Background: an optimization exercise with open tools, aiming at a short achievable clock period and few clock cycles. Do not read the settings as production practice. RTL that was checked went through simulation tests only; none was proved equivalent to the original. The RTL of runs 1, 3 and 4 was laid out without a check of its function. Power and IR drop assume default switching activity.

==> flow/design.v <==
module proc_core (clk, resetn, sw, mem_rdata, mem_addr, mem_wdata, mem_we,
                  led, hex0, hex1, hex2, hex3, hex4, hex5, hex6);
	input clk, resetn;
	input [15:0] sw;
	input [15:0] mem_rdata;
	output [11:0] mem_addr;
	output [15:0] mem_wdata;
	output mem_we;
	output reg [15:0] led;
	output reg [6:0] hex0, hex1, hex2, hex3, hex4, hex5, hex6;
	localparam K_NONE = 2'd0, K_FETCH = 2'd1, K_DATA = 2'd2;
	reg [11:0] ma;
	reg mwe;
	reg [15:0] mwd;
	reg [1:0] rq_k, ar_k;
	reg rq_ep, ar_ep;
	assign mem_addr = ma;
	assign mem_we = mwe;
	assign mem_wdata = mwd;
	reg ep;                  
	reg [15:0] fp;           
	reg [15:0] q0, q1, q2, q3;
	reg [2:0] cnt;           
	reg [15:0] pc;           
	reg pcfix;               
	reg ldw;                 
	reg jg;                  
	reg [2:0] dx;            
	reg [15:0] R0, R1, R2, R3, R4, R5, R6;
	reg [15:0] G;
	reg wv, wsub, wg;       
	reg [15:0] wa, wb;
	reg [7:0] wm;            
	wire [15:0] pc1 = pc + 16'd1;
	wire [15:0] pc2 = pc + 16'd2;
	wire [15:0] fp1 = fp + 16'd1;
	wire acc_in = (ar_k == K_FETCH) & (ar_ep == ep);
	reg [7:0] xs, ys;        
	reg d_mv, d_mvi, d_alu, d_sub, d_ld, d_st, d_mvnz, d_rd;
	reg [2:0] X;
	reg [15:0] RX, RY;
	always @(*) begin
		RX = ({16{xs[0]}} & R0) | ({16{xs[1]}} & R1) | ({16{xs[2]}} & R2) | ({16{xs[3]}} & R3) |
		     ({16{xs[4]}} & R4) | ({16{xs[5]}} & R5) | ({16{xs[6]}} & R6) | ({16{xs[7]}} & pc);
		RY = ({16{ys[0]}} & R0) | ({16{ys[1]}} & R1) | ({16{ys[2]}} & R2) | ({16{ys[3]}} & R3) |
		     ({16{ys[4]}} & R4) | ({16{ys[5]}} & R5) | ({16{ys[6]}} & R6) | ({16{ys[7]}} & pc);
	end
	wire [7:0] rg0 = {pc[15:12] == 4'h0, R6[15:12] == 4'h0, R5[15:12] == 4'h0, R4[15:12] == 4'h0,
	                  R3[15:12] == 4'h0, R2[15:12] == 4'h0, R1[15:12] == 4'h0, R0[15:12] == 4'h0};
	wire [7:0] rg1 = {pc[15:12] == 4'h1, R6[15:12] == 4'h1, R5[15:12] == 4'h1, R4[15:12] == 4'h1,
	                  R3[15:12] == 4'h1, R2[15:12] == 4'h1, R1[15:12] == 4'h1, R0[15:12] == 4'h1};
	wire [7:0] rg2 = {pc[15:12] == 4'h2, R6[15:12] == 4'h2, R5[15:12] == 4'h2, R4[15:12] == 4'h2,
	                  R3[15:12] == 4'h2, R2[15:12] == 4'h2, R1[15:12] == 4'h2, R0[15:12] == 4'h2};
	wire [7:0] rg4 = {pc[15:12] == 4'h4, R6[15:12] == 4'h4, R5[15:12] == 4'h4, R4[15:12] == 4'h4,
	                  R3[15:12] == 4'h4, R2[15:12] == 4'h4, R1[15:12] == 4'h4, R0[15:12] == 4'h4};
	wire ry0 = (rg0 & ys) != 8'd0;
	wire ry1 = (rg1 & ys) != 8'd0;
	wire ry2 = (rg2 & ys) != 8'd0;
	wire ry4 = (rg4 & ys) != 8'd0;
	wire gnz = (G != 16'd0);
	wire x7 = xs[7];
	wire dep = wv & (wm[7] | (d_mvnz & wg) | (d_rd & (((xs | ys) & wm) != 8'd0)));
	wire e_ok = (cnt != 3'd0) & ~ldw & ~jg & ~dep;
	wire have_imm = (cnt >= 3'd2) | acc_in;
	wire [15:0] immv = (cnt >= 3'd2) ? q1 : mem_rdata;
	wire i_mv   = e_ok & (d_mv | (d_mvnz & gnz));
	wire i_mvi  = e_ok & d_mvi & have_imm;
	wire i_alu  = e_ok & d_alu;
	wire i_ld   = e_ok & d_ld;
	wire i_st   = e_ok & d_st;
	wire ld_mem = i_ld;
	wire st_mem = i_st & ry0;
	wire st_led = i_st & ry1;
	wire st_hex = i_st & ry2;
	wire [15:0] sum, dif;
	ks_add16 u_add (.a(wa), .b(wb), .cin(1'b0), .s(sum));
	ks_add16 u_sub (.a(wa), .b(~wb), .cin(1'b1), .s(dif));
	wire [15:0] alu = wsub ? dif : sum;
	wire stall = ~e_ok | (d_mvi & ~have_imm);
	wire [1:0] ncons = stall ? 2'd0 : d_mvi ? 2'd2 : 2'd1;
	wire ld_arr = ldw & (ar_k == K_DATA);
	reg ldsw;                
	wire [15:0] ldv = ldsw ? sw : mem_rdata;
	wire rd_ry  = i_mv & x7;
	wire rd_imm = i_mvi & x7;
	wire rd_ld  = ld_arr & (dx == 3'd7);
	wire redirect = rd_ry | rd_imm | rd_ld | jg;
	wire [15:0] tgt = rd_ry ? RY : rd_imm ? immv : rd_ld ? ldv : G;
	wire [2:0] total = cnt + {2'd0, acc_in};
	reg [15:0] nq [0:3];
	integer i;
	always @(*) begin
		for (i = 0; i < 4; i = i + 1) begin
			case (i + ncons)
				0: nq[i] = (cnt > 3'd0) ? q0 : mem_rdata;
				1: nq[i] = (cnt > 3'd1) ? q1 : mem_rdata;
				2: nq[i] = (cnt > 3'd2) ? q2 : mem_rdata;
				3: nq[i] = (cnt > 3'd3) ? q3 : mem_rdata;
				default: nq[i] = mem_rdata;
			endcase
		end
	end
	wire inflight = (rq_k == K_FETCH) & (rq_ep == ep);
	wire f_ok = (total + {2'd0, inflight}) < 3'd4;
	always @(posedge clk) begin
		if (~resetn) begin
			ma <= 12'd0;
			mwe <= 1'b0;
			rq_k <= K_FETCH;
			rq_ep <= 1'b0;
			ar_k <= K_NONE;
			ar_ep <= 1'b0;
			ep <= 1'b0;
			fp <= 16'd0;
			cnt <= 3'd0;
			pc <= 16'd1;
			pcfix <= 1'b0;
			ldw <= 1'b0;
			jg <= 1'b0;
			wv <= 1'b0;
		end else begin
			ar_k <= rq_k;
			ar_ep <= rq_ep;
			jg <= wv & wm[7];
			wv <= i_alu | (i_mv & ~x7);
			if (ld_mem)
				ldw <= 1'b1;
			else if (ld_arr)
				ldw <= 1'b0;
			if (redirect) begin
				ep <= ~ep;
				cnt <= 3'd0;
				pc <= tgt;
				pcfix <= 1'b1;
				fp <= tgt;
				ma <= tgt[11:0];
				mwe <= 1'b0;
				rq_k <= K_FETCH;
				rq_ep <= ~ep;
			end else begin
				cnt <= total - {1'b0, ncons};
				pcfix <= 1'b0;
				pc <= (pcfix | (ncons == 2'd1)) ? pc1 : (ncons == 2'd2) ? pc2 : pc;
				if (ld_mem | st_mem) begin
					ma <= RY[11:0];
					mwe <= st_mem;
					rq_k <= st_mem ? K_NONE : K_DATA;
				end else if (f_ok) begin
					ma <= fp1[11:0];
					mwe <= 1'b0;
					rq_k <= K_FETCH;
					rq_ep <= ep;
					fp <= fp1;
				end else begin
					mwe <= 1'b0;
					rq_k <= K_NONE;
				end
			end
		end
	end
	always @(posedge clk) begin
		q0 <= nq[0];
		q1 <= nq[1];
		q2 <= nq[2];
		q3 <= nq[3];
		X <= nq[0][12:10];
		xs <= 8'd1 << nq[0][12:10];
		ys <= 8'd1 << nq[0][9:7];
		d_mv <= nq[0][15:13] == 3'd0;
		d_mvi <= nq[0][15:13] == 3'd1;
		d_alu <= nq[0][15:14] == 2'b01;
		d_sub <= nq[0][13];
		d_ld <= nq[0][15:13] == 3'd4;
		d_st <= nq[0][15:13] == 3'd5;
		d_mvnz <= nq[0][15:13] == 3'd6;
		d_rd <= (nq[0][15:13] != 3'd1) & (nq[0][15:13] != 3'd7);
		if (st_mem)
			mwd <= RX;
		if (ld_mem) begin
			dx <= X;
			ldsw <= ry4;
		end
		if (i_alu | i_mv) begin
			wa <= i_alu ? RX : RY;
			wb <= i_alu ? RY : 16'd0;
			wsub <= i_alu & d_sub;
			wg <= i_alu;
			wm <= xs;
		end
		if (wv & wg)
			G <= alu;
	end
	wire wr_e = i_mvi & ~x7;
	wire [15:0] wd_e = immv;
	wire [7:0] we_e = wr_e ? xs : 8'd0;
	wire [7:0] we_w = wv ? wm : 8'd0;
	wire [7:0] we_l = ld_arr ? (8'd1 << dx) : 8'd0;
	always @(posedge clk) begin
		if (we_e[0]) R0 <= wd_e; else if (we_w[0]) R0 <= alu; else if (we_l[0]) R0 <= ldv;
		if (we_e[1]) R1 <= wd_e; else if (we_w[1]) R1 <= alu; else if (we_l[1]) R1 <= ldv;
		if (we_e[2]) R2 <= wd_e; else if (we_w[2]) R2 <= alu; else if (we_l[2]) R2 <= ldv;
		if (we_e[3]) R3 <= wd_e; else if (we_w[3]) R3 <= alu; else if (we_l[3]) R3 <= ldv;
		if (we_e[4]) R4 <= wd_e; else if (we_w[4]) R4 <= alu; else if (we_l[4]) R4 <= ldv;
		if (we_e[5]) R5 <= wd_e; else if (we_w[5]) R5 <= alu; else if (we_l[5]) R5 <= ldv;
		if (we_e[6]) R6 <= wd_e; else if (we_w[6]) R6 <= alu; else if (we_l[6]) R6 <= ldv;
	end
	reg sb_led, sb_hex;
	reg [15:0] sb_d;
	reg [2:0] sb_a;
	always @(posedge clk) begin
		sb_d <= RX;
		sb_a <= RY[2:0];
		if (~resetn) begin
			sb_led <= 1'b0;
			sb_hex <= 1'b0;
		end else begin
			sb_led <= st_led;
			sb_hex <= st_hex;
		end
	end
	always @(posedge clk) begin
		if (~resetn) begin
			led <= 16'd0;
			hex0 <= 7'd0; hex1 <= 7'd0; hex2 <= 7'd0; hex3 <= 7'd0;
			hex4 <= 7'd0; hex5 <= 7'd0; hex6 <= 7'd0;
		end else begin
			if (sb_led)
				led <= sb_d;
			if (sb_hex) begin
				case (sb_a)
					3'd0: hex0 <= sb_d[6:0]; 3'd1: hex1 <= sb_d[6:0]; 3'd2: hex2 <= sb_d[6:0];
					3'd3: hex3 <= sb_d[6:0]; 3'd4: hex4 <= sb_d[6:0]; 3'd5: hex5 <= sb_d[6:0];
					3'd6: hex6 <= sb_d[6:0]; default: ;
				endcase
			end
		end
	end
endmodule
module ks_add16 (a, b, cin, s);
	input [15:0] a, b;
	input cin;
	output [15:0] s;
	wire [15:0] p0 = a ^ b;
	wire [15:0] g0 = a & b;
	wire [15:0] g1, p1, g2, p2, g3, p3, g4, p4;
	wire [15:0] gi = {g0[15:1], g0[0] | (p0[0] & cin)};
	genvar i;
	generate
		for (i = 0; i < 16; i = i + 1) begin : l1
			if (i >= 1) begin : a1
				assign g1[i] = gi[i] | (p0[i] & gi[i-1]);
				assign p1[i] = p0[i] & p0[i-1];
			end else begin : b1
				assign g1[i] = gi[i];
				assign p1[i] = p0[i];
			end
			if (i >= 2) begin : a2
				assign g2[i] = g1[i] | (p1[i] & g1[i-2]);
				assign p2[i] = p1[i] & p1[i-2];
			end else begin : b2
				assign g2[i] = g1[i];
				assign p2[i] = p1[i];
			end
			if (i >= 4) begin : a3
				assign g3[i] = g2[i] | (p2[i] & g2[i-4]);
				assign p3[i] = p2[i] & p2[i-4];
			end else begin : b3
				assign g3[i] = g2[i];
				assign p3[i] = p2[i];
			end
			if (i >= 8) begin : a4
				assign g4[i] = g3[i] | (p3[i] & g3[i-8]);
			end else begin : b4
				assign g4[i] = g3[i];
			end
		end
	endgenerate
	assign s = p0 ^ {g4[14:0], cin};
endmodule
module simple_proc (clk, resetn, sw, mem_rdata, mem_addr, mem_wdata, mem_we,
                    led, hex0, hex1, hex2, hex3, hex4, hex5, hex6);
	input clk, resetn;
	input [15:0] sw;
	input [15:0] mem_rdata;
	output [11:0] mem_addr;
	output [15:0] mem_wdata;
	output mem_we;
	output [15:0] led;
	output [6:0] hex0, hex1, hex2, hex3, hex4, hex5, hex6;
	proc_core core (.clk(clk), .resetn(resetn), .sw(sw), .mem_rdata(mem_rdata),
	                .mem_addr(mem_addr), .mem_wdata(mem_wdata), .mem_we(mem_we),
	                .led(led), .hex0(hex0), .hex1(hex1), .hex2(hex2), .hex3(hex3),
	                .hex4(hex4), .hex5(hex5), .hex6(hex6));
endmodule
==> flow/run.sh <==
#!/bin/bash
# synth_recipe.tcl (not shown) runs the flow's synth.tcl, then flattens the netlist and writes it again
# the make line also repeats each setting of config.mk as NAME=value (left out here)
make -C /OpenROAD-flow-scripts/flow DESIGN_CONFIG=/design/flow/config.mk WORK_HOME=/design/flow/orfs CLKGATE_MAP_FILE= SYNTH_SCRIPT=/design/flow/synth_recipe.tcl finish
==> flow/config.mk <==
export PLATFORM = sky130hd
export DESIGN_NAME = simple_proc
export DESIGN_NICKNAME = simple_proc
export VERILOG_FILES = /design/flow/design.v
export SDC_FILE = /design/flow/constraint.sdc
export NUM_CORES = 4
export LEC_CHECK = 0
export ABC_CLOCK_PERIOD_IN_PS = 2500
export CAP_MARGIN = 20
export CORE_MARGIN = 2
export CORE_UTILIZATION = 40
export SETUP_SLACK_MARGIN = 3.8
export SLEW_MARGIN = 20
==> flow/constraint.sdc <==
create_clock -name core_clock -period 6.3 [get_ports {clk}]
set_input_delay 1.2600 -clock core_clock [delete_from_list [all_inputs] [get_ports {clk}]]
set_output_delay 1.2600 -clock core_clock [all_outputs]
set_load 0.01 [all_outputs]
==> flow_summary.ini, run 1 <==
[status]
status = no timing/DRC/antenna violations

[grt]
grt_use_total = 0.329
first_global_vias = 20059
grt_max_degree = 66
grt_first_pass_wirelength_mm = 137
overflow = 0
antenna_found_initial = 2

[timing]
whs_ps = 458
fin_ws_ps = 3350
relSlewSlack = 0.208
slew_violations = 0
fin_crit_sh = 0.469
hold_viol_final = 0
final-setup-viol-count = 0
tns_ps = 0
rsz0062_at_grt = true
tightestPinTransition_ps = 1180
fmax_ghz = 0.339
fin_crit_ps = 2950
fin_skew_ps = 33.6

[job]
cap_violations = 0

[floorplan]
core_um2 = 53800
row_count = 85
die_area_um2 = 56400
die_h_um = 237
initial_core_util = 0.405
die_x_um = 237
io_pins = 128

[worst_hold_path]
hold_class = register to register

[detailed_routing]
wirelength_mm = 101
drc = 0
viasPerCell = 6.57
drtIter0Drc = 3149
wl_per_cell_um = 29.7
antenna_left = 0
vias = 22274
drtPass1Iterations = 7

[logic_synthesis]
synth_cells = 2344
synth_area_leaders = edfxtp_1 (26%), dfxtp_1 (20%), mux2i_1 (6.8%)
ys.flop_type = dfxtp_1
syn-num-nets = 2417
synth.ff_latch_count = 411
synth_top_area_share = 0.262
ys_warn_count = 2
synth-xor-area-share = 0.0133
synthAdderAreaFrac = 0.0234
synth_top_family_by_area = compound AO/OA/AOI/OAI gates
synth_edf_count = 190
synth-seq-area-share = 0.465
ys_types = 80
muxShareOfSynthArea = 0.0897
async_flop_share = 0
syn-cell-area_um2 = 21800
synthSimpleGateAreaFrac = 0.149
synth_area_per_cell_um2 = 9.30
yosys.area.top_type = edfxtp_1
synth-compound-area-share = 0.211

[placement]
placed_cells = 3026
gp_congestion = 0.981
hpwl_mm = 59.5
port_buffers = 127
place_ws_ps = 1990

[worst_setup_path]
required_ps = 6630
critical_path.endpoint_type = register
path_cells = buf_6, ha_4, fa_2, nor2b_4, o31a_1, buf_6, o2111ai_4, a31oi_1, nand2_1, a32o_2, xnor2_4, buf_12, a31oi_2
critPathSlowestCell = edfxtp_1
crit_arrival_ps = 3280
cpPeakStageDelay_ps = 410
cpMostUsedCell = buf_6
start_kind = register
crit_path_max_fanout = 8
path_buf_inv = 3
crit_type = register to register
cp_top_family = compound AO/OA/AOI/OAI gates

[clock_tree]
holdBufCountCts = 0
cts.clk_slew.worst_paths_ps = 60
clock-sinks = 411
insertion_delay_ps = 620
cts_made_buffers = 47
cts_root_buf = clkbuf_16
cts_tree = done
htreeDepth = 2
clock_path_buffers = 3

[final_layout]
fillCellCount = 4286
syn_to_final_growth_pct = 41.8
layout-drive-gt1-share = 0.319
multi_input_area_um2 = 13100
nets = 2725
final_cells = 3389
regArea_um2 = 10200

[power_and_ir_drop]
power-per-cell-area_nw_per_um2 = 556
leakagePower_uw = 0.0118
irDropWorstVdd_uv = 376
cells in the final DEF, fill, tap and decap left out, types with 15 or more instances in the layout:
cell type	instances
a22oi_1	127
clkdlybuf4s50_1	20
o21ai_0	49
buf_12	53
dlygate4sd2_1	30
nor2_1	183
nand4_1	29
xnor2_1	18
clkdlybuf4s15_1	35
nand2_1	198
clkbuf_16	64
a21oi_1	105
edfxtp_1	190
mux2_2	34
buf_6	59
inv_1	50
nand3_1	36
o22ai_1	44
and4_1	15
nor3_1	18
clkbuf_2	15
a21oi_2	43
and3_1	17
buf_4	179
nor2_2	16
o211ai_1	78
dfxtp_2	15
mux2i_1	133
nand3b_1	18
dfxtp_1	196
o21ai_2	35
o21ai_1	74
ha_1	24
path summary, 6_finish.rpt:
kind	start	endpoint	slack, ps	depth (start not counted)
setup / recovery	core.wb[0]	core.R0[10]	3350	13
hold / removal	core.X[1]	core.dx[1]	460	0
setup reg to reg	core.wb[0]	core.R0[10]	3350	13
hold reg to reg	core.X[1]	core.dx[1]	460	0
what timing repair did:
item,in CTS,in global routing
buffers inserted,151,77
gates cloned,30,15
pin swaps,112,95
setup endpoints to repair,620,454
gates resized for setup,639,358
cell usage after synthesis, types with 12 or more instances:
| master | count |
|---|---|
| buf_2 | 36 |
| nand4_1 | 29 |
| clkbuf_1 | 144 |
| edfxtp_1 | 190 |
| and3_1 | 20 |
| o31ai_1 | 24 |
| ha_1 | 36 |
| nand3_1 | 39 |
| a22oi_1 | 127 |
| nor3_1 | 37 |
| dfxtp_1 | 221 |
| xnor2_1 | 23 |
| nand3b_1 | 18 |
| o21ai_1 | 14 |
| o22ai_1 | 56 |
| mux2_2 | 43 |
| o221ai_1 | 14 |
| inv_1 | 66 |
| and4_1 | 15 |
| a21oi_1 | 161 |
| nor2_1 | 210 |
| buf_1 | 20 |
| mux2i_1 | 147 |
| o211ai_1 | 78 |
| o21ai_0 | 153 |
| a31oi_1 | 15 |
| nand2_1 | 225 |
| nor4_1 | 12 |
| and2_1 | 22 |
layout make-up:
class,count,area share
multi-input cells,1678,0.423
clock inverters,28,0.00951
inverters,69,0.00890
clock buffers,60,0.0440
diodes,2,0.000162
repair buffers,445,0.156
flip-flops and latches,411,0.329
well taps,696,0.0282
metrics by stage:
step                      power (µW)   util  cell area, µm²
after detailed placement       10000  0.442           23800
after floorplan                 7750      -           22100
after CTS                      15200  0.536           28800
after global routing           17600  0.574           30900
after global placement          9930  0.442           23800
final                          17200  0.574           30900
per-layer routing:
layer,track usage,vias up,routed length [µm]
met5,0,-,26
met4,0.176,4,7060
met3,0.102,417,13400
met2,0.502,1830,43200
met1,0.417,10648,36900
li1,-,9375,-
where the power goes:
| group | internal (µW) | switching [µW] |
|---|---|---|
| registers | 3630 | 593 |
| logic | 4060 | 5970 |
| clock network | 1710 | 1230 |
cells by family after synthesis:
group,after synthesis
buffers and inverters,270
DFF,411
AOI/OAI and AO/OA,716
and+or+nand+nor,685
muxes,190
xor gates and xnor gates,33
adders and majority gates,39
==> run 2: changes to the inputs <==
--- a/flow/design.v
+++ b/flow/design.v
@@ -28,7 +28,7 @@
 	reg [2:0] dx;            
 	reg [15:0] R0, R1, R2, R3, R4, R5, R6;
 	reg [15:0] G;
-	reg wv, wsub, wg;       
+	reg wv, wsub;
 	reg [15:0] wa, wb;
 	reg [7:0] wm;            
 	wire [15:0] pc1 = pc + 16'd1;
@@ -59,7 +59,7 @@
 	wire ry4 = (rg4 & ys) != 8'd0;
 	wire gnz = (G != 16'd0);
 	wire x7 = xs[7];
-	wire dep = wv & (wm[7] | (d_mvnz & wg) | (d_rd & (((xs | ys) & wm) != 8'd0)));
+	wire dep = wv & (wm[7] | d_mvnz | (d_rd & (((xs | ys) & wm) != 8'd0)));
 	wire e_ok = (cnt != 3'd0) & ~ldw & ~jg & ~dep;
 	wire have_imm = (cnt >= 3'd2) | acc_in;
 	wire [15:0] immv = (cnt >= 3'd2) ? q1 : mem_rdata;
@@ -122,7 +122,7 @@
 			ar_k <= rq_k;
 			ar_ep <= rq_ep;
 			jg <= wv & wm[7];
-			wv <= i_alu | (i_mv & ~x7);
+			wv <= i_alu;
 			if (ld_mem)
 				ldw <= 1'b1;
 			else if (ld_arr)
@@ -180,18 +180,17 @@
 			dx <= X;
 			ldsw <= ry4;
 		end
-		if (i_alu | i_mv) begin
-			wa <= i_alu ? RX : RY;
-			wb <= i_alu ? RY : 16'd0;
-			wsub <= i_alu & d_sub;
-			wg <= i_alu;
+		if (i_alu) begin
+			wa <= RX;
+			wb <= RY;
+			wsub <= d_sub;
 			wm <= xs;
 		end
-		if (wv & wg)
+		if (wv)
 			G <= alu;
 	end
-	wire wr_e = i_mvi & ~x7;
-	wire [15:0] wd_e = immv;
+	wire wr_e = (i_mv | i_mvi) & ~x7;
+	wire [15:0] wd_e = i_mvi ? immv : RY;
 	wire [7:0] we_e = wr_e ? xs : 8'd0;
 	wire [7:0] we_w = wv ? wm : 8'd0;
 	wire [7:0] we_l = ld_arr ? (8'd1 << dx) : 8'd0;
==> run 2 against run 1 <==
Compared with the run above: still clean; utilization up 1.4 points; critical path depth down 6; clock power decreased by 6%; non-clock buffer count increased by 39; clock skew is 1.4 ps higher; final cell count grew 2.7%; setup slack got worse by 540 ps; global-route usage grew 1.5 points; sequential power decreased by 4%; die area grew 0.45%; wire length increased by 7.2%.
==> flow_summary.ini, run 2 <==
[clock_tree]
clock_path_buffers = 3
holdBufCountCts = 0
cts_made_buffers = 45
clock-sinks = 410
insertion_delay_ps = 630
cts_root_buf = clkbuf_16
cts.clk_slew.worst_paths_ps = 60
cts_tree = done
htreeDepth = 2

[logic_synthesis]
async_flop_share = 0
synth_cells = 2383
synth_top_area_share = 0.259
synthAdderAreaFrac = 0.0233
synth-seq-area-share = 0.461
syn-num-nets = 2456
ys.flop_type = dfxtp_1
muxShareOfSynthArea = 0.0669
synth_area_per_cell_um2 = 9.19
synth_edf_count = 189
netlist_top_cells_count = nand2_1 (298), dfxtp_1 (221), nor2_1 (193), edfxtp_1 (189), mux2i_1 (134)
ys_warn_count = 2
yosys.area.top_type = edfxtp_1
synth_top_family_by_area = compound AO/OA/AOI/OAI gates
synth-xor-area-share = 0.0152
synth-compound-area-share = 0.218
syn-cell-area_um2 = 21900
synthSimpleGateAreaFrac = 0.166
synth_area_leaders = edfxtp_1 (26%), dfxtp_1 (20%), mux2i_1 (6.1%)
synth_most_common_cell = nand2_1
ys_types = 84
synth.ff_latch_count = 410

[worst_setup_path]
crit_type = register to register
crit_path_max_fanout = 7
required_ps = 6640
path_cells = a22o_1, a221oi_1, nand4_1, mux2i_2, nand2_1, nand2_1, a31oi_1
crit_arrival_ps = 3830
critical_path.endpoint_type = register
r2r_slack_ps = 2810
start_kind = register
critPathSlowestCell = mux2i_2
cpMostUsedCell = nand2_1
cpPeakStageDelay_ps = 980

[placement]
hpwl_mm = 58.7
gp_congestion = 1.05
port_buffers = 127

[detailed_routing]
drtPass1Iterations = 14
vias = 23448
wirelength_mm = 108
wl_per_cell_um = 30.9
antenna_left = 0
drtIter0Drc = 4859
drc = 0
viasPerCell = 6.74

[floorplan]
row_count = 85
io_pins = 128
die_x_um = 238
die_area_um2 = 56600
die_h_um = 238
core_um2 = 53900
initial_core_util = 0.406

[final_layout]
mostFrequentLayoutCell = nand2_1
fillCellCount = 4143
layout-drive-gt1-share = 0.305
final_cell_mix = nand2_1 (274), dfxtp_1 (200), edfxtp_1 (189)
nets = 2816
syn_to_final_growth_pct = 44.9

[timing]
whs_ps = 467
fin_skew_ps = 34.9
relSlewSlack = 0.105
tightestPinTransition_ps = 1340
fin_crit_ps = 3490
hold_viol_final = 0
fin_crit_sh = 0.555
slew_violations = 0
fmax_ghz = 0.286
rsz0062_at_grt = true
final-setup-viol-count = 0
tns_ps = 0

[grt]
antenna_found_initial = 5
overflow = 0
grt_max_degree = 83
grt_use_total = 0.344
first_global_vias = 21136
grt_first_pass_wirelength_mm = 144

[power_and_ir_drop]
irDropWorstVdd_uv = 223
leakagePower_uw = 0.0121
power-per-cell-area_nw_per_um2 = 484

[status]
status = no timing/DRC/antenna violations

[worst_hold_path]
hold_class = register to register

[job]
cap_violations = 0
run 2: cell count changes after synthesis, moves of 14 or more:
cell,before,now
nand2_1,225,298
nor2b_1,8,64
a31oi_1,15,54
a21oi_1,161,128
mux2_2,43,11
clkbuf_1,144,115
o21ai_0,153,124
o31ai_1,24,6
nor2_1,210,193
a211oi_1,3,18
and4_1,15,1
nand3b_1,18,4
nor3_1,37,23
run 2: final timing paths:
path,cells past startpoint,from,end
setup / recovery,7,core.R6[14],core.R6[14]
hold / removal,2,core.hex0[4],core.hex0[4]
setup reg to reg,7,core.R6[14],core.R6[14]
hold reg to reg,2,core.hex0[4],core.hex0[4]
run 2: per-stage QoR:
step	cells	utilization	total power [µW]	setup slack (ps)	instance area [µm²]
6_report	3481	0.589	15400	2810	31700
5_1_grt	3476	0.588	15700	2810	31700
4_1_cts	3381	0.545	13400	3400	29400
3_5_place_dp	3070	0.442	8840	1920	23800
3_3_place_gp	3070	0.442	8760	1950	23800
2_1_floorplan	2383	-	7040	3680	22200
run 2: kinds of logic after synthesis:
group	Yosys count
AND/OR/NAND/NOR	774
buffers and inverters	259
adder cells (fa/ha/maj)	39
multiplexers	145
XOR/XNOR	38
flip-flops	410
AO/OA/AOI/OAI	718
run 2: final cells by class:
type                            instances  area, µm²  share of cell area
Antenna cell                            6       15.0            0.000473
Clock buffer                           59       1240              0.0391
Clock inverter                         24        245             0.00773
Inverter                               65        273             0.00859
Multi-Input combinational cell       1733      13400               0.423
Sequential cell                       410      10200               0.320
Tap cell                              696        871              0.0274
Timing Repair Buffer                  484       5420               0.171
Timing Repair inverter                  4       87.6             0.00276
run 2: worst max-delay path, delay by kind of cell, from the launching register on:
kind / cells / cell delay (ps)
and+or+nand+nor: 3 / 990
muxes: 1 / 980
AOI/OAI and AO/OA: 3 / 660
DFF: 1 / 570
run 2: repair_timing:
item                                    in CTS  in global routing
hold endpoints to repair                     0                  0
gates cloned                                36                 15
pin swaps                                   83                116
resized for setup                          565                394
buffers inserted                           192                 77
endpoints found under the setup margin     522                399
run 2: where the power goes:
group	internal (µW)	leakage, µW	switching [µW]	total (µW)
registers	3560	0.00355	494	4050
clock network	1560	0.000734	1210	2770
logic	3380	0.00786	5150	8540
run 2: layer usage:
layer / GRT usage / part of all wire
met1: 0.418 / 0.34
met2: 0.510 / 0.42
met3: 0.129 / 0.15
met4: 0.229 / 0.087
met5: 0 / 0.00068
Testbench counts of run 2, summed over its fixed seeds: cycles 42,004.
==> run 3: changes to the inputs <==
--- a/flow/design.v
+++ b/flow/design.v
@@ -20,6 +20,12 @@
 	reg ep;                  
 	reg [15:0] fp;           
 	reg [15:0] q0, q1, q2, q3;
+	reg qp0, qp1, qp2, qp3;              
+	reg [15:0] qt0, qt1, qt2, qt3;       
+	reg rq_p, ar_p;
+	reg [15:0] rq_t, ar_t;
+	reg pv;                  
+	reg [15:0] pt;           
 	reg [2:0] cnt;           
 	reg [15:0] pc;           
 	reg pcfix;               
@@ -34,6 +40,23 @@
 	wire [15:0] pc1 = pc + 16'd1;
 	wire [15:0] pc2 = pc + 16'd2;
 	wire [15:0] fp1 = fp + 16'd1;
+	wire [15:0] nf = pv ? pt : fp1;      
+	localparam NB = 8;
+	reg [NB-1:0] bv;
+	reg [11:0] btag [0:NB-1];
+	reg [15:0] btgt [0:NB-1];
+	reg [2:0] brr;
+	reg [NB-1:0] bhit;
+	reg [15:0] bpt;
+	integer j;
+	always @(*) begin
+		bpt = 16'd0;
+		for (j = 0; j < NB; j = j + 1) begin
+			bhit[j] = bv[j] & (btag[j] == nf[11:0]);
+			bpt = bpt | ({16{bhit[j]}} & btgt[j]);
+		end
+	end
+	wire bh = bhit != {NB{1'b0}};
 	wire acc_in = (ar_k == K_FETCH) & (ar_ep == ep);
 	reg [7:0] xs, ys;        
 	reg d_mv, d_mvi, d_alu, d_sub, d_ld, d_st, d_mvnz, d_rd;
@@ -57,12 +80,15 @@
 	wire ry1 = (rg1 & ys) != 8'd0;
 	wire ry2 = (rg2 & ys) != 8'd0;
 	wire ry4 = (rg4 & ys) != 8'd0;
+	wire [7:0] eqt = {pc == qt0, R6 == qt0, R5 == qt0, R4 == qt0, R3 == qt0, R2 == qt0, R1 == qt0, R0 == qt0};
+	wire ry_eqt = (eqt & ys) != 8'd0;
 	wire gnz = (G != 16'd0);
 	wire x7 = xs[7];
 	wire dep = wv & (wm[7] | d_mvnz | (d_rd & (((xs | ys) & wm) != 8'd0)));
 	wire e_ok = (cnt != 3'd0) & ~ldw & ~jg & ~dep;
 	wire have_imm = (cnt >= 3'd2) | acc_in;
 	wire [15:0] immv = (cnt >= 3'd2) ? q1 : mem_rdata;
+	wire immp = (cnt >= 3'd2) ? qp1 : ar_p;
 	wire i_mv   = e_ok & (d_mv | (d_mvnz & gnz));
 	wire i_mvi  = e_ok & d_mvi & have_imm;
 	wire i_alu  = e_ok & d_alu;
@@ -81,22 +107,27 @@
 	wire ld_arr = ldw & (ar_k == K_DATA);
 	reg ldsw;                
 	wire [15:0] ldv = ldsw ? sw : mem_rdata;
-	wire rd_ry  = i_mv & x7;
+	wire j_ok   = i_mv & x7 & qp0 & ry_eqt;            
+	wire rd_ry  = i_mv & x7 & ~j_ok;
+	wire rd_nt  = e_ok & (d_mv | d_mvnz) & x7 & qp0 & ~i_mv;   
+	wire rd_mvp = i_mvi & ~x7 & immp;                  
 	wire rd_imm = i_mvi & x7;
 	wire rd_ld  = ld_arr & (dx == 3'd7);
-	wire redirect = rd_ry | rd_imm | rd_ld | jg;
-	wire [15:0] tgt = rd_ry ? RY : rd_imm ? immv : rd_ld ? ldv : G;
+	wire redirect = rd_ry | rd_imm | rd_ld | rd_nt | rd_mvp | jg;
+	wire [15:0] tgt = rd_ry ? RY : rd_imm ? immv : rd_ld ? ldv : rd_nt ? pc : rd_mvp ? pc1 : G;
 	wire [2:0] total = cnt + {2'd0, acc_in};
 	reg [15:0] nq [0:3];
+	reg [15:0] nt [0:3];
+	reg np [0:3];
 	integer i;
 	always @(*) begin
 		for (i = 0; i < 4; i = i + 1) begin
 			case (i + ncons)
-				0: nq[i] = (cnt > 3'd0) ? q0 : mem_rdata;
-				1: nq[i] = (cnt > 3'd1) ? q1 : mem_rdata;
-				2: nq[i] = (cnt > 3'd2) ? q2 : mem_rdata;
-				3: nq[i] = (cnt > 3'd3) ? q3 : mem_rdata;
-				default: nq[i] = mem_rdata;
+				0: begin nq[i] = (cnt > 3'd0) ? q0 : mem_rdata; np[i] = (cnt > 3'd0) ? qp0 : ar_p; nt[i] = (cnt > 3'd0) ? qt0 : ar_t; end
+				1: begin nq[i] = (cnt > 3'd1) ? q1 : mem_rdata; np[i] = (cnt > 3'd1) ? qp1 : ar_p; nt[i] = (cnt > 3'd1) ? qt1 : ar_t; end
+				2: begin nq[i] = (cnt > 3'd2) ? q2 : mem_rdata; np[i] = (cnt > 3'd2) ? qp2 : ar_p; nt[i] = (cnt > 3'd2) ? qt2 : ar_t; end
+				3: begin nq[i] = (cnt > 3'd3) ? q3 : mem_rdata; np[i] = (cnt > 3'd3) ? qp3 : ar_p; nt[i] = (cnt > 3'd3) ? qt3 : ar_t; end
+				default: begin nq[i] = mem_rdata; np[i] = ar_p; nt[i] = ar_t; end
 			endcase
 		end
 	end
@@ -118,9 +149,13 @@
 			ldw <= 1'b0;
 			jg <= 1'b0;
 			wv <= 1'b0;
+			pv <= 1'b0;
+			rq_p <= 1'b0;
 		end else begin
 			ar_k <= rq_k;
 			ar_ep <= rq_ep;
+			ar_p <= rq_p;
+			ar_t <= rq_t;
 			jg <= wv & wm[7];
 			wv <= i_alu;
 			if (ld_mem)
@@ -133,24 +168,30 @@
 				pc <= tgt;
 				pcfix <= 1'b1;
 				fp <= tgt;
+				pv <= 1'b0;
 				ma <= tgt[11:0];
 				mwe <= 1'b0;
 				rq_k <= K_FETCH;
 				rq_ep <= ~ep;
+				rq_p <= 1'b0;
 			end else begin
 				cnt <= total - {1'b0, ncons};
 				pcfix <= 1'b0;
-				pc <= (pcfix | (ncons == 2'd1)) ? pc1 : (ncons == 2'd2) ? pc2 : pc;
+				pc <= j_ok ? qt0 + 16'd1 : (pcfix | (ncons == 2'd1)) ? pc1 : (ncons == 2'd2) ? pc2 : pc;
 				if (ld_mem | st_mem) begin
 					ma <= RY[11:0];
 					mwe <= st_mem;
 					rq_k <= st_mem ? K_NONE : K_DATA;
 				end else if (f_ok) begin
-					ma <= fp1[11:0];
+					ma <= nf[11:0];
 					mwe <= 1'b0;
 					rq_k <= K_FETCH;
 					rq_ep <= ep;
-					fp <= fp1;
+					rq_p <= bh;
+					rq_t <= bpt;
+					fp <= nf;
+					pv <= bh;
+					pt <= bpt;
 				end else begin
 					mwe <= 1'b0;
 					rq_k <= K_NONE;
@@ -163,6 +204,14 @@
 		q1 <= nq[1];
 		q2 <= nq[2];
 		q3 <= nq[3];
+		qp0 <= np[0];
+		qp1 <= np[1];
+		qp2 <= np[2];
+		qp3 <= np[3];
+		qt0 <= nt[0];
+		qt1 <= nt[1];
+		qt2 <= nt[2];
+		qt3 <= nt[3];
 		X <= nq[0][12:10];
 		xs <= 8'd1 << nq[0][12:10];
 		ys <= 8'd1 << nq[0][9:7];
@@ -189,6 +238,35 @@
 		if (wv)
 			G <= alu;
 	end
+	reg iv;
+	reg [11:0] ia;
+	reg [15:0] itg;
+	reg [NB-1:0] bsame;
+	always @(*)
+		for (j = 0; j < NB; j = j + 1)
+			bsame[j] = bv[j] & (btag[j] == ia);
+	wire bupd = bsame != {NB{1'b0}};
+	always @(posedge clk) begin
+		ia <= pc[11:0] - 12'd1;
+		itg <= RY;
+		if (~resetn) begin
+			iv <= 1'b0;
+			bv <= {NB{1'b0}};
+			brr <= 3'd0;
+		end else begin
+			iv <= rd_ry;
+			if (iv) begin
+				for (j = 0; j < NB; j = j + 1)
+					if (bupd ? bsame[j] : (brr == j)) begin
+						bv[j] <= 1'b1;
+						btag[j] <= ia;
+						btgt[j] <= itg;
+					end
+				if (~bupd)
+					brr <= brr + 3'd1;
+			end
+		end
+	end
 	wire wr_e = (i_mv | i_mvi) & ~x7;
 	wire [15:0] wd_e = i_mvi ? immv : RY;
 	wire [7:0] we_e = wr_e ? xs : 8'd0;
==> run 3 against run 2 <==
Compared with the run above: utilization down 2.7 points; sequential share of layout area up 3.1 points; flip-flop and latch count up 363; register-to-register slack worse by 60 ps; via count up 68%; sequential power up 100%; largest cell class unchanged; global-route usage down 0.86 points; worst hold slack worse by 24 ps; clock skew up 14 ps.
==> flow_summary.ini, run 3 <==
[clock_tree]
clock_path_buffers = 3
htreeDepth = 3
holdBufCountCts = 0
cts_tree = done
cts_made_buffers = 87
insertion_delay_ps = 710
cts.clk_slew.worst_paths_ps = 60
clock-sinks = 773
cts_root_buf = clkbuf_16

[final_layout]
fillCellCount = 8440
nets = 4740
largest-register = core.btgt
largest_reg_flops = 128
multi_input_area_um2 = 24000
post-route-util = 0.561
final_area_um2 = 57300
syn_to_final_growth_pct = 38.9
layout-drive-gt1-share = 0.324
final_cell_mix = edfxtp_1 (446), buf_4 (310), nand2_1 (298)
top_regs = core.btgt: 128 flops, core.btag: 96 flops
mostFrequentLayoutCell = edfxtp_1
regArea_um2 = 20100

[worst_setup_path]
critPathSlowestCell = or4_4
critical_path.endpoint_type = register
path_cells = xnor2_1, nand4_1, or4_4, o22ai_4, o41ai_4, o2111a_2, buf_12, nor4_4, buf_4, a221oi_2, a221oi_2
cp_top_family = simple AND/OR/NAND/NOR gates
start_kind = register
required_ps = 6890
cpPeakStageDelay_ps = 590
cpMostUsedCell = a221oi_2
crit_type = register to register
crit_arrival_ps = 4140
crit_path_max_fanout = 5
path_buf_inv = 2

[timing]
hold_viol_final = 0
rsz0062_at_grt = true
relSlewSlack = 0.196
fin_crit_sh = 0.564
tightestPinTransition_ps = 1180
fin_ws_ps = 2750
fin_skew_ps = 48.6
final-setup-viol-count = 0
fin_crit_ps = 3550
slew_violations = 0
tns_ps = 0
fmax_ghz = 0.282

[logic_synthesis]
async_flop_share = 0
synth.ff_latch_count = 773
ys_warn_count = 6
synth_edf_count = 446
synth-seq-area-share = 0.483
yosys.area.top_type = edfxtp_1
syn-num-nets = 4221
netlist_top_cells_count = edfxtp_1 (446), nand2_1 (356), nor2_1 (329), dfxtp_1 (327), xnor2_1 (262)
synth_cells = 4138
synth_area_leaders = edfxtp_1 (32%), dfxtp_1 (16%), xnor2_1 (5.6%)
syn-cell-area_um2 = 41200
ys.flop_type = edfxtp_1
synth_top_area_share = 0.325
ys_types = 92
synth_area_per_cell_um2 = 9.97
synth_most_common_cell = edfxtp_1

[detailed_routing]
viasPerCell = 6.46
drc = 0
vias = 39426
wl_per_cell_um = 31.7
drtIter0Drc = 5811
wirelength_mm = 193
drtPass1Iterations = 9
antenna_left = 0

[job]
cap_violations = 0

[placement]
gp_congestion = 1.03
place_ws_ps = 1960
port_buffers = 127
hpwl_mm = 119
placed_cell_area_um2 = 44600

[power_and_ir_drop]
power_frac_clock = 0.172
irDropWorstVdd_uv = 291
switching_share = 0.442
leakagePower_uw = 0.0211
p_comb_frac = 0.549
netSwitchingPower_uw = 12900
power-per-cell-area_nw_per_um2 = 511
seq_power_share = 0.279
p_int_uw = 16300

[status]
status = no timing/DRC/antenna violations

[floorplan]
die_h_um = 325
io_pins = 128
row_count = 117
die_x_um = 325
die_area_um2 = 106000
initial_core_util = 0.404
core_um2 = 102000

[grt]
overflow = 0
grt_max_degree = 80
first_global_vias = 35771
grt_first_pass_wirelength_mm = 261
grt_use_total = 0.336
antenna_found_initial = 6

[worst_hold_path]
hold_class = register to register
-- run 3: what timing repair did --
item	CTS	global route
endpoints found under the hold margin	0	0
endpoints found under the setup margin	923	824
gates resized for setup	1008	581
gates cloned	45	26
pin swaps	148	189
buffers inserted	256	169
-- run 3: path summary, 6_finish.rpt --
path               from          to  slack (ps)  cells past startpoint
max          core.R4[2]  core.ma[8]        2750                     11
min           core.X[1]  core.dx[1]         440                      0
max reg2reg  core.R4[2]  core.ma[8]        2750                     11
min reg2reg   core.X[1]  core.dx[1]         440                      0
-- run 3: power groups by stage --
stage                     clock (µW)  combinational (µW)  sequential (µW)
after floorplan                    0                6430             7290
after global placement             0                9310             8260
after detailed placement           0                9350             8280
after CTS                       5080               12800             8140
after global routing            5270               16400             8200
final                           5040               16000             8170
-- run 3: metrics by stage --
stage | hold slack [ps] | instances | total power (µW)
after global placement | 432 | 5436 | 17600
after floorplan | 400 | 4138 | 13700
after detailed placement | 433 | 5440 | 17600
final | 443 | 6103 | 29200
after global routing | 451 | 6099 | 29900
after CTS | 446 | 5901 | 26100
-- run 3: logic make-up after synthesis --
| logic type | Yosys count | share of synthesized area |
|---|---|---|
| AO/OA/AOI/OAI | 1016 | 0.166 |
| XOR/XNOR | 392 | 0.0832 |
| adder cells (fa/ha/maj) | 49 | 0.0154 |
| buffers and inverters | 406 | 0.0390 |
| flip-flops | 773 | 0.483 |
| multiplexers | 250 | 0.0625 |
| AND/OR/NAND/NOR | 1252 | 0.151 |
-- run 3: layout make-up --
type                       instances  share of cell area
timing repair buffer             737               0.143
sequential                       773               0.351
antenna                            7            0.000306
timing repair inverter             7             0.00181
clock inverter                    33             0.00527
multi-input combinational       2973               0.419
clock buffer                     127              0.0433
tap                             1368              0.0299
inverter                          78             0.00623
-- run 3: layer usage --
layer | up-vias | track usage | share of wire
met5 | - | 0 | 0.00010
met4 | 2 | 0.203 | 0.077
met3 | 714 | 0.0839 | 0.12
met2 | 2979 | 0.500 | 0.43
met1 | 19183 | 0.439 | 0.38
li1 | 16548 | - | -
==> run 4: changes to the inputs <==
--- a/flow/design.v
+++ b/flow/design.v
@@ -26,15 +26,18 @@
 	reg [15:0] rq_t, ar_t;
 	reg pv;                  
 	reg [15:0] pt;           
+	reg jbad;                
+	reg [15:0] jtg;          
 	reg [2:0] cnt;           
 	reg [15:0] pc;           
 	reg pcfix;               
 	reg ldw;                 
+	reg ldc;                 
 	reg jg;                  
 	reg [2:0] dx;            
 	reg [15:0] R0, R1, R2, R3, R4, R5, R6;
 	reg [15:0] G;
-	reg wv, wsub;
+	reg wv, wsub, wg;       
 	reg [15:0] wa, wb;
 	reg [7:0] wm;            
 	wire [15:0] pc1 = pc + 16'd1;
@@ -44,6 +47,7 @@
 	localparam NB = 8;
 	reg [NB-1:0] bv;
 	reg [11:0] btag [0:NB-1];
+	reg [11:0] btagm [0:NB-1];           
 	reg [15:0] btgt [0:NB-1];
 	reg [2:0] brr;
 	reg [NB-1:0] bhit;
@@ -52,7 +56,7 @@
 	always @(*) begin
 		bpt = 16'd0;
 		for (j = 0; j < NB; j = j + 1) begin
-			bhit[j] = bv[j] & (btag[j] == nf[11:0]);
+			bhit[j] = bv[j] & (pv ? (btag[j] == pt[11:0]) : (btagm[j] == fp[11:0]));
 			bpt = bpt | ({16{bhit[j]}} & btgt[j]);
 		end
 	end
@@ -84,8 +88,8 @@
 	wire ry_eqt = (eqt & ys) != 8'd0;
 	wire gnz = (G != 16'd0);
 	wire x7 = xs[7];
-	wire dep = wv & (wm[7] | d_mvnz | (d_rd & (((xs | ys) & wm) != 8'd0)));
-	wire e_ok = (cnt != 3'd0) & ~ldw & ~jg & ~dep;
+	reg dep;                 
+	wire e_ok = (cnt != 3'd0) & ~ldc & ~jg & ~dep & ~jbad;
 	wire have_imm = (cnt >= 3'd2) | acc_in;
 	wire [15:0] immv = (cnt >= 3'd2) ? q1 : mem_rdata;
 	wire immp = (cnt >= 3'd2) ? qp1 : ar_p;
@@ -107,14 +111,13 @@
 	wire ld_arr = ldw & (ar_k == K_DATA);
 	reg ldsw;                
 	wire [15:0] ldv = ldsw ? sw : mem_rdata;
-	wire j_ok   = i_mv & x7 & qp0 & ry_eqt;            
-	wire rd_ry  = i_mv & x7 & ~j_ok;
-	wire rd_nt  = e_ok & (d_mv | d_mvnz) & x7 & qp0 & ~i_mv;   
+	wire j_pr   = e_ok & (d_mv | d_mvnz) & x7 & qp0;   
+	wire rd_ry  = i_mv & x7 & ~qp0;
 	wire rd_mvp = i_mvi & ~x7 & immp;                  
 	wire rd_imm = i_mvi & x7;
 	wire rd_ld  = ld_arr & (dx == 3'd7);
-	wire redirect = rd_ry | rd_imm | rd_ld | rd_nt | rd_mvp | jg;
-	wire [15:0] tgt = rd_ry ? RY : rd_imm ? immv : rd_ld ? ldv : rd_nt ? pc : rd_mvp ? pc1 : G;
+	wire redirect = jbad | rd_ry | rd_imm | rd_ld | rd_mvp | jg;
+	wire [15:0] tgt = jbad ? jtg : rd_ry ? RY : rd_imm ? immv : rd_ld ? ldv : rd_mvp ? pc1 : G;
 	wire [2:0] total = cnt + {2'd0, acc_in};
 	reg [15:0] nq [0:3];
 	reg [15:0] nt [0:3];
@@ -131,6 +134,16 @@
 			endcase
 		end
 	end
+	wire [15:0] s0 = (cnt > 3'd0) ? q0 : mem_rdata;
+	wire [15:0] s1 = (cnt > 3'd1) ? q1 : mem_rdata;
+	wire [15:0] s2 = (cnt > 3'd2) ? q2 : mem_rdata;
+	wire [2:0] cw, cx, cd;
+	nq_wait w0 (.w(s0), .x(X), .dx(dx), .x7(x7), .alu(d_alu), .cw(cw[0]), .cx(cx[0]), .cd(cd[0]));
+	nq_wait w1 (.w(s1), .x(X), .dx(dx), .x7(x7), .alu(d_alu), .cw(cw[1]), .cx(cx[1]), .cd(cd[1]));
+	nq_wait w2 (.w(s2), .x(X), .dx(dx), .x7(x7), .alu(d_alu), .cw(cw[2]), .cx(cx[2]), .cd(cd[2]));
+	wire ncw = (ncons == 2'd0) ? cw[0] : (ncons == 2'd1) ? cw[1] : cw[2];
+	wire ncx = (ncons == 2'd0) ? cx[0] : (ncons == 2'd1) ? cx[1] : cx[2];
+	wire ncd = (ncons == 2'd0) ? cd[0] : (ncons == 2'd1) ? cd[1] : cd[2];
 	wire inflight = (rq_k == K_FETCH) & (rq_ep == ep);
 	wire f_ok = (total + {2'd0, inflight}) < 3'd4;
 	always @(posedge clk) begin
@@ -147,21 +160,26 @@
 			pc <= 16'd1;
 			pcfix <= 1'b0;
 			ldw <= 1'b0;
+			ldc <= 1'b0;
 			jg <= 1'b0;
 			wv <= 1'b0;
 			pv <= 1'b0;
 			rq_p <= 1'b0;
+			jbad <= 1'b0;
 		end else begin
 			ar_k <= rq_k;
 			ar_ep <= rq_ep;
 			ar_p <= rq_p;
 			ar_t <= rq_t;
+			rq_t <= bpt;         
+			jbad <= j_pr & ~(i_mv & ry_eqt);
 			jg <= wv & wm[7];
-			wv <= i_alu;
+			wv <= i_alu | (i_mv & ~x7);
 			if (ld_mem)
 				ldw <= 1'b1;
 			else if (ld_arr)
 				ldw <= 1'b0;
+			ldc <= ld_mem ? ncx : (ldw & ~ld_arr & ncd);
 			if (redirect) begin
 				ep <= ~ep;
 				cnt <= 3'd0;
@@ -177,7 +195,7 @@
 			end else begin
 				cnt <= total - {1'b0, ncons};
 				pcfix <= 1'b0;
-				pc <= j_ok ? qt0 + 16'd1 : (pcfix | (ncons == 2'd1)) ? pc1 : (ncons == 2'd2) ? pc2 : pc;
+				pc <= j_pr ? qt0 + 16'd1 : (pcfix | (ncons == 2'd1)) ? pc1 : (ncons == 2'd2) ? pc2 : pc;
 				if (ld_mem | st_mem) begin
 					ma <= RY[11:0];
 					mwe <= st_mem;
@@ -188,7 +206,6 @@
 					rq_k <= K_FETCH;
 					rq_ep <= ep;
 					rq_p <= bh;
-					rq_t <= bpt;
 					fp <= nf;
 					pv <= bh;
 					pt <= bpt;
@@ -212,6 +229,7 @@
 		qt1 <= nt[1];
 		qt2 <= nt[2];
 		qt3 <= nt[3];
+		jtg <= i_mv ? RY : pc;
 		X <= nq[0][12:10];
 		xs <= 8'd1 << nq[0][12:10];
 		ys <= 8'd1 << nq[0][9:7];
@@ -223,52 +241,61 @@
 		d_st <= nq[0][15:13] == 3'd5;
 		d_mvnz <= nq[0][15:13] == 3'd6;
 		d_rd <= (nq[0][15:13] != 3'd1) & (nq[0][15:13] != 3'd7);
+		dep <= (i_alu | (i_mv & ~x7)) & ncw;
 		if (st_mem)
 			mwd <= RX;
 		if (ld_mem) begin
 			dx <= X;
 			ldsw <= ry4;
 		end
-		if (i_alu) begin
-			wa <= RX;
-			wb <= RY;
-			wsub <= d_sub;
-			wm <= xs;
-		end
-		if (wv)
+		wa <= d_alu ? RX : RY;
+		wb <= d_alu ? RY : 16'd0;
+		wsub <= d_alu & d_sub;
+		wg <= d_alu;
+		wm <= xs;
+		if (wv & wg)
 			G <= alu;
 	end
-	reg iv;
-	reg [11:0] ia;
-	reg [15:0] itg;
-	reg [NB-1:0] bsame;
+	reg iv, iv2;
+	reg [11:0] ia, iam, ia2, iam2;
+	reg [15:0] itg, itg2;
+	reg [NB-1:0] bsame, bsel;
 	always @(*)
 		for (j = 0; j < NB; j = j + 1)
 			bsame[j] = bv[j] & (btag[j] == ia);
 	wire bupd = bsame != {NB{1'b0}};
 	always @(posedge clk) begin
 		ia <= pc[11:0] - 12'd1;
+		iam <= pc[11:0] - 12'd2;
 		itg <= RY;
+		ia2 <= ia;
+		iam2 <= iam;
+		itg2 <= itg;
+		for (j = 0; j < NB; j = j + 1)
+			bsel[j] <= bupd ? bsame[j] : (brr == j);
 		if (~resetn) begin
 			iv <= 1'b0;
+			iv2 <= 1'b0;
 			bv <= {NB{1'b0}};
 			brr <= 3'd0;
 		end else begin
-			iv <= rd_ry;
-			if (iv) begin
+			iv <= i_mv & x7 & ~(qp0 & ry_eqt);
+			iv2 <= iv;
+			if (iv & ~bupd)
+				brr <= brr + 3'd1;
+			if (iv2) begin
 				for (j = 0; j < NB; j = j + 1)
-					if (bupd ? bsame[j] : (brr == j)) begin
+					if (bsel[j]) begin
 						bv[j] <= 1'b1;
-						btag[j] <= ia;
-						btgt[j] <= itg;
+						btag[j] <= ia2;
+						btagm[j] <= iam2;
+						btgt[j] <= itg2;
 					end
-				if (~bupd)
-					brr <= brr + 3'd1;
 			end
 		end
 	end
-	wire wr_e = (i_mv | i_mvi) & ~x7;
-	wire [15:0] wd_e = i_mvi ? immv : RY;
+	wire wr_e = i_mvi & ~x7;
+	wire [15:0] wd_e = immv;
 	wire [7:0] we_e = wr_e ? xs : 8'd0;
 	wire [7:0] we_w = wv ? wm : 8'd0;
 	wire [7:0] we_l = ld_arr ? (8'd1 << dx) : 8'd0;
@@ -354,6 +381,18 @@
 	endgenerate
 	assign s = p0 ^ {g4[14:0], cin};
 endmodule
+module nq_wait (w, x, dx, x7, alu, cw, cx, cd);
+	input [15:0] w;
+	input [2:0] x, dx;
+	input x7, alu;
+	output cw, cx, cd;
+	wire [2:0] op = w[15:13];
+	wire nop = (op == 3'd7);
+	wire rdy = (op != 3'd1) & ~nop;      
+	assign cw = x7 | (alu & (op == 3'd6)) | (rdy & ((w[12:10] == x) | (w[9:7] == x)));
+	assign cx = (x == 3'd7) | (op == 3'd4) | (~nop & (w[12:10] == x)) | (rdy & (w[9:7] == x));
+	assign cd = (dx == 3'd7) | (op == 3'd4) | (~nop & (w[12:10] == dx)) | (rdy & (w[9:7] == dx));
+endmodule
 module simple_proc (clk, resetn, sw, mem_rdata, mem_addr, mem_wdata, mem_we,
                     led, hex0, hex1, hex2, hex3, hex4, hex5, hex6);
 	input clk, resetn;
==> run 4 against run 3 <==
Compared with the run above: largest cell class is now flip-flops and latches; wire length shrank 3.7%; critical path type unchanged; final area grew 2.7%; register-to-register slack gained 550 ps.
==> flow_summary.ini, run 4 <==
[status]
status = no timing/DRC/antenna violations

[logic_synthesis]
ys_types = 88
synth_top_family_by_area = compound AO/OA/AOI/OAI gates
synthAdderAreaFrac = 0.0138
synth-compound-area-share = 0.141
yosys.area.top_type = edfxtp_1
ys.flop_type = edfxtp_1
synth_area_leaders = edfxtp_1 (34%), dfxtp_1 (20%), xnor2_1 (7.7%)
synth_area_per_cell_um2 = 10.6
synth-seq-area-share = 0.530
synth_most_common_cell = edfxtp_1
syn-num-nets = 4402
syn-cell-area_um2 = 46000
muxShareOfSynthArea = 0.0601
synthSimpleGateAreaFrac = 0.118
synth_cells = 4319
synth_edf_count = 513
async_flop_share = 0
synth.ff_latch_count = 961
netlist_top_cells_count = edfxtp_1 (513), dfxtp_1 (448), xnor2_1 (402), nand2_1 (298), nor2_1 (275)
synth-xor-area-share = 0.102
synth_top_area_share = 0.335
ys_warn_count = 7

[worst_setup_path]
start_kind = register
crit_path_max_fanout = 7
path_buf_inv = 2
crit_type = register to register
critPathLaunch = core.ar_ep
required_ps = 6890
critical_path.endpoint_type = register
crit_arrival_ps = 3590
path_cells = xor2_4, or3b_4, inv_4, ha_4, ha_4, nand2_4, nor4_4, xor2_4, o21bai_4, buf_12, a211oi_4, nor2_1, o221a_2
cpPeakStageDelay_ps = 410
r2r-start = core.ar_ep
cp_top_family = simple AND/OR/NAND/NOR gates
critPathSlowestCell = or3b_4

[timing]
slew_violations = 0
tightestPinTransition_ps = 1390
whs_ps = 324
hold_viol_final = 0
rsz0062_at_grt = true
tns_ps = 0
fmax_ghz = 0.333
fin_skew_ps = 39.1
fin_crit_sh = 0.477
fin_ws_ps = 3300
final-setup-viol-count = 0
relSlewSlack = 0.0691
fin_crit_ps = 3000

[clock_tree]
cts_root_buf = clkbuf_16
holdBufCountCts = 0
cts_tree = done
insertion_delay_ps = 730
htreeDepth = 3
clock-sinks = 961
cts.clk_slew.worst_paths_ps = 60
clock_path_buffers = 3
cts_made_buffers = 101

[floorplan]
die_area_um2 = 118000
die_x_um = 343
row_count = 124
initial_core_util = 0.403
io_pins = 128
core_um2 = 114000
die_h_um = 343

[grt]
grt_use_total = 0.300
grt_first_pass_wirelength_mm = 258
grt_max_degree = 69
antenna_found_initial = 9
first_global_vias = 36056
overflow = 0

[placement]
port_buffers = 127
hpwl_mm = 114
place_ws_ps = 2240
gp_congestion = 1.01

[detailed_routing]
wl_met3_mm = 20.7
dr.max_layer_used = met5
drtPass1Iterations = 8
wl_per_cell_um = 29.9
met1_length_mm = 71.5
viasPerCell = 6.23
wirelength_mm = 186
route.met2.wl_mm = 79.3
drc = 0
drtIter0Drc = 5508
vias = 38869
antenna_left = 0

[final_layout]
mostFrequentLayoutCell = edfxtp_1
final_cell_mix = edfxtp_1 (513), xnor2_1 (391), dfxtp_1 (342)
layout-drive-gt1-share = 0.274
nets = 4715
largest-register = core.btgt
largest_reg_flops = 128
top_regs = core.btgt: 128 flops, core.btag: 96 flops, core.btagm: 96 flops
syn_to_final_growth_pct = 27.9
post-route-util = 0.515

[power_and_ir_drop]
leakagePower_uw = 0.0212
irDropWorstVdd_uv = 374
power-per-cell-area_nw_per_um2 = 511

[job]
cap_violations = 0

[worst_hold_path]
hp-start = core.itg[8]
hold_class = register to register
-- run 4: changes by cell type after synthesis, sizes merged, moves of 47 or more --
cell,change
dfxtp,+121
edfxtp,+67
mux2,+47
nand2,-58
nor2,-54
xnor2,+141
-- run 4: power by group --
group / leakage [µW] / internal, µW / switching [µW]
Combinational: 0.0110 / 5800 / 7880
Clock: 0.00171 / 3620 / 2720
Sequential: 0.00845 / 8180 / 1830
Total: 0.0212 / 17600 / 12400
-- run 4: area by class of cell --
type,instances,area [µm²]
clock buffer,138,2840
multi-input combinational,2947,22800
antenna,4,10.0
inverter,73,307
tap,1512,1890
clock inverter,54,687
timing repair buffer,548,5660
fill,9950,55400
sequential,961,24600
-- run 4: routing by layer --
metal,vias to the layer above,GRT usage
met5,-,0
li1,16489,-
met1,18955,0.390
met3,743,0.0817
met2,2680,0.442
met4,2,0.190
-- run 4: repair_timing --
action / in CTS / in global routing
gates cloned: 22 / 9
setup buffers: 193 / 106
pin swaps: 164 / 138
gates resized for setup: 1008 / 337
setup endpoints to repair: 647 / 601
-- run 4: final timing paths --
| check | endpoint | slack [ps] | cells past startpoint |
|---|---|---|---|
| setup / recovery | core.fp[10] | 3300 | 13 |
| setup reg to reg | core.fp[10] | 3300 | 13 |
| hold / removal | core.itg2[8] | 320 | 0 |
| hold reg to reg | core.itg2[8] | 320 | 0 |
-- run 4: cell families after synthesis --
| group | Yosys count |
|---|---|
| AND/OR/NAND/NOR | 1113 |
| AO/OA/AOI/OAI | 982 |
| flip-flops | 961 |
| XOR/XNOR | 533 |
| buffers and inverters | 416 |
| multiplexers | 265 |
| adder cells (fa/ha/maj) | 49 |
-- run 4: worst register-to-register path, delay by kind of cell (launching register included) --
kind | cells | cell delay (ps)
flops | 1 | 340
xor+xnor | 2 | 370
compound gates | 3 | 760
fa+ha+maj | 2 | 270
buf+inv | 2 | 230
simple gates | 4 | 930
-- run 4: per-stage QoR --
step	cells	area [µm²]	total power (µW)
final	6237	58800	30000
after global routing	6234	58800	31000
after CTS	6118	56500	28200
after detailed placement	5711	49100	19600
after global placement	5711	49100	19600
after floorplan	4319	46700	16000

-- separate check: timing with driven ports --
How much do the figures lean on ideal ports? The routed layouts below were timed once more, with nothing changed but the port constraints.
Step 1: set_driving_cell puts a clkbuf_16 on clk and a buf_2 on each other input, an assumption about the parent block.
Step 2, shift: input delay + t, output delay - t, t = (earliest + latest rising clock arrival at the registers) / 2. This alone moves slack from input paths to output paths.
Three values: ideal, step 1, step 2; two values: the first two.
run | t, ns | setup slack, ns | worst hold slack (ns) | latest minus earliest clock arrival (ns)
run 1 | 0.671 | 3.347 / 3.347 / 2.959 | 0.458 / 0.458 / 0.458 | 0.035 / 0.034
run 2 | 0.676 | 2.805 / 2.805 / 2.786 | 0.467 / 0.467 / 0.467 | 0.036 / 0.036
run 3 | 0.754 | 2.748 / 2.748 / 2.294 | 0.443 / 0.443 / 0.443 | 0.050 / 0.050
run 4 | 0.781 | 3.298 / 3.298 / 2.803 | 0.324 / 0.324 / 0.324 | 0.040 / 0.040
After both steps every run listed still meets setup and hold. The setup slack of run 4, which loses most, moves by 0.000 ns with the drivers and by -0.495 ns with both steps.
